Background: an optimization exercise with open tools, aiming at small area. Do not read the settings as production practice. In this exercise RTL edits were held to simulation tests only and were not proved equivalent to the original. No driver is modelled on the clock port, so clock power and skew are understated where the tree is cut down; a real chip needs a root buffer or a tree. Power figures rest on the tool's default switching activity, not on a simulated workload.

== old ==
==> flow/design.v <==
module cpu_top(
	input clk,
	input reset,
	input [7:0] instr,
	output [7:0] debug_alu_result,
	output [7:0] debug_PC
);
	reg [7:0] pc, ra, rb;
	reg [127:0] mem;
	wire [3:0] op  = instr[7:4];
	wire [3:0] imm = instr[3:0];
	wire is_sub = (op == 4'd1);
	wire is_lda = (op == 4'd2);
	wire is_ldb = (op == 4'd4);
	wire is_ldc = (op == 4'd6);
	wire is_jmp = (op == 4'd7);
	wire is_and = (op == 4'd8);
	wire is_or  = (op == 4'd9);
	wire is_beq = (op == 4'd10);
	wire store  = (op == 4'd3) | (op == 4'd5);
	wire arith  = (op == 4'd0) | is_sub | is_and | is_or;
	wire load_a = arith | is_lda | is_ldc;
	wire [7:0] bx = rb ^ {8{is_sub}};
	wire [7:0] p = ra ^ bx;
	wire [7:0] g = ra & bx;
	wire [8:0] c;
	assign c[0] = is_sub;
	genvar i;
	generate for (i = 0; i < 8; i = i + 1) begin : carry
		assign c[i+1] = g[i] | (p[i] & c[i]);
	end endgenerate
	wire [7:0] s = p ^ c[7:0];
	wire [7:0] lg = is_ldc ? ra : is_and ? (ra & rb) : (ra | rb);
	wire [7:0] alu = (is_ldc | is_and | is_or) ? lg : s;
	assign debug_alu_result = alu;
	assign debug_PC = pc;
	wire taken = (is_jmp & ~|s) | (is_beq & ~|p);
	wire [3:0] lo = 4'd1 << imm[1:0];
	wire [3:0] hi = 4'd1 << imm[3:2];
	wire [3:0] hi_rd = hi & {4{~reset & (is_lda | is_ldb)}};
	wire [3:0] hi_st = hi & {4{~reset & store}};
	wire sel_alu = ~reset & arith;
	wire sel_imm = ~reset & is_ldc;
	reg [7:0] wd;
	integer k;
	always @(*) begin
		wd = ({8{sel_alu}} & alu) | ({8{sel_imm}} & {4'd0, imm});
		for (k = 0; k < 16; k = k + 1)
			wd = wd | ({8{lo[k % 4] & hi_rd[k / 4]}} & mem[k*8 +: 8]);
	end
	always @(posedge clk) begin
		for (k = 0; k < 16; k = k + 1)
			mem[k*8 +: 8] <= ({8{lo[k % 4] & hi_st[k / 4]}} & alu) |
			                  ({8{~reset & ~(lo[k % 4] & hi_st[k / 4])}} & mem[k*8 +: 8]);
		ra <= ({8{load_a}} & wd) | ({8{~reset & ~load_a}} & ra);
		rb <= ({8{is_ldb}} & wd) | ({8{~reset & ~is_ldb}} & rb);
		if (reset) pc <= 8'd0;
		else pc <= taken ? {4'd0, imm} : pc + 8'd1;
	end
endmodule
Settings: LEC_CHECK=0, ABC_AREA=1, CAP_MARGIN=0, CORE_MARGIN=2, CORE_UTILIZATION=40, GPL_TIMING_DRIVEN=0, SLEW_MARGIN=0; clock period 10.0 ns.
standard.sh (not shown) runs the stock make flow with config.mk's settings and CLKGATE_MAP_FILE= SYNTH_SCRIPT=/design/flow/synth_recipe.tcl, a recipe that flattens the netlist after the stock synthesis.
==> flow/flow/run.sh <==
#!/bin/bash
# Own flow: the standard layout (standard.sh) with
#  - synthesis (my_synth.tcl): abc maps the logic with each area-oriented script
#    in abc_scripts.txt and the smallest result is kept; no adder extraction.
#    Registers are mapped before abc, so they are the standard synthesis's.
#  - port buffers: buf_1
#  - clock tree: a two-level inverter tree built by pre_cts.tcl / mycts.tcl
#    instead of TritonCTS
# All tool output goes to make.log in the work folder (ORFS also keeps per-step
# logs under orfs/logs).
set -euo pipefail
W=$(pwd)
F=$W/flow
export FLOW_SYNTH_TCL=$W/synth_recipe.tcl
export MY_ABC_SCRIPTS=$F/abc_scripts.txt
export MY_FLOW_DIR=$F
export MY_CTS_NLEAF=5
export MY_CTS_BUF=sky130_fd_sc_hd__inv_12
export MY_CTS_ROOT=sky130_fd_sc_hd__inv_8
bash standard.sh \
  SYNTH_SCRIPT=$F/my_synth.tcl \
  ADDER_MAP_FILE= \
  "BUFFER_PORTS_ARGS=-buffer_cell sky130_fd_sc_hd__buf_1" \
  PRE_CTS_TCL=$F/pre_cts.tcl \
  finish > $W/make.log 2>&1
Other scripts of this flow, unchanged in this note and not shown: flow/flow/abc_scripts.txt, flow/flow/my_synth.tcl, flow/flow/mycts.tcl, flow/flow/pre_cts.tcl
Inputs modified between old and new:
--- a/flow/design.v
+++ b/flow/design.v
@@ -39,6 +39,6 @@
 	wire [3:0] hi = 4'd1 << imm[3:2];
 	wire [3:0] hi_rd = hi & {4{~reset & (is_lda | is_ldb)}};
-	wire [3:0] hi_st = hi & {4{~reset & store}};
-	wire sel_alu = ~reset & arith;
+	wire [3:0] hi_st = hi & {4{store}};
+	wire sel_alu = ~reset & (arith | store);
 	wire sel_imm = ~reset & is_ldc;
 	reg [7:0] wd;
@@ -51,5 +51,5 @@
 	always @(posedge clk) begin
 		for (k = 0; k < 16; k = k + 1)
-			mem[k*8 +: 8] <= ({8{lo[k % 4] & hi_st[k / 4]}} & alu) |
+			mem[k*8 +: 8] <= ({8{lo[k % 4] & hi_st[k / 4]}} & wd) |
 			                  ({8{~reset & ~(lo[k % 4] & hi_st[k / 4])}} & mem[k*8 +: 8]);
 		ra <= ({8{load_a}} & wd) | ({8{~reset & ~load_a}} & ra);
--- outcome ---
- On sum of met2 wire segment lengths after detailed routing, the lower figure sits with new, not old.
- Relative to old, the number of instances in the synthesized netlist of new is higher by about 1.6%.
- | clock distribution power | new vs old | ≈ equal |
- The run showing the greater setup slack is new.
- The final reports for new and old show share of cell area taken by muxes after synthesis higher in the former.
- ~same internal power consumption in new and old
- Looking only at mean cell area of the mapped netlist, and setting everything else aside, the lower value of new and old goes to new.
- new packs its core more loosely than old.
- | clock period minus worst slack | new vs old | better |
- Cells: new has more instances than old
- new vs. old: sum of routed wire length over all layers lower; first-iteration DRC count lower.
- new against old: final design instance area without fill went down 1.9%, total stage count of the critical path saw a decrease.
In every run of this note, the design's own scripts or RTL, not TritonCTS, make the clock network.

static timing again, ports no longer ideal:
No port has a modelled driver above. Below, the same layouts with a new extraction and two added sets of constraints.
Step 1, drivers: a clkbuf_16 drives clk and a buf_2 each remaining input, both assumed.
Step 2 adds t to the input delays and takes it off the output delays; t is the mean of the earliest and latest rising clock arrival at the registers after step 1. Input paths then give back, and output paths get back, about the clock's delay inside the block.
Three values: no drivers, after step 1, after step 2; two values: the first two.
| run | t (ns) | setup WS [ns] | worst register clock-pin slew, ns |
|---|---|---|---|
| old | 0.269 | 1.670 / 1.650 / 1.650 | 0.12 / 0.12 |
| new | 0.272 | 2.288 / 2.262 / 2.262 | 0.11 / 0.11 |
After both steps setup and hold are still met in every run listed. For new, which loses most, drivers alone change the setup slack by -0.026 ns; drivers and shift together by -0.026 ns.
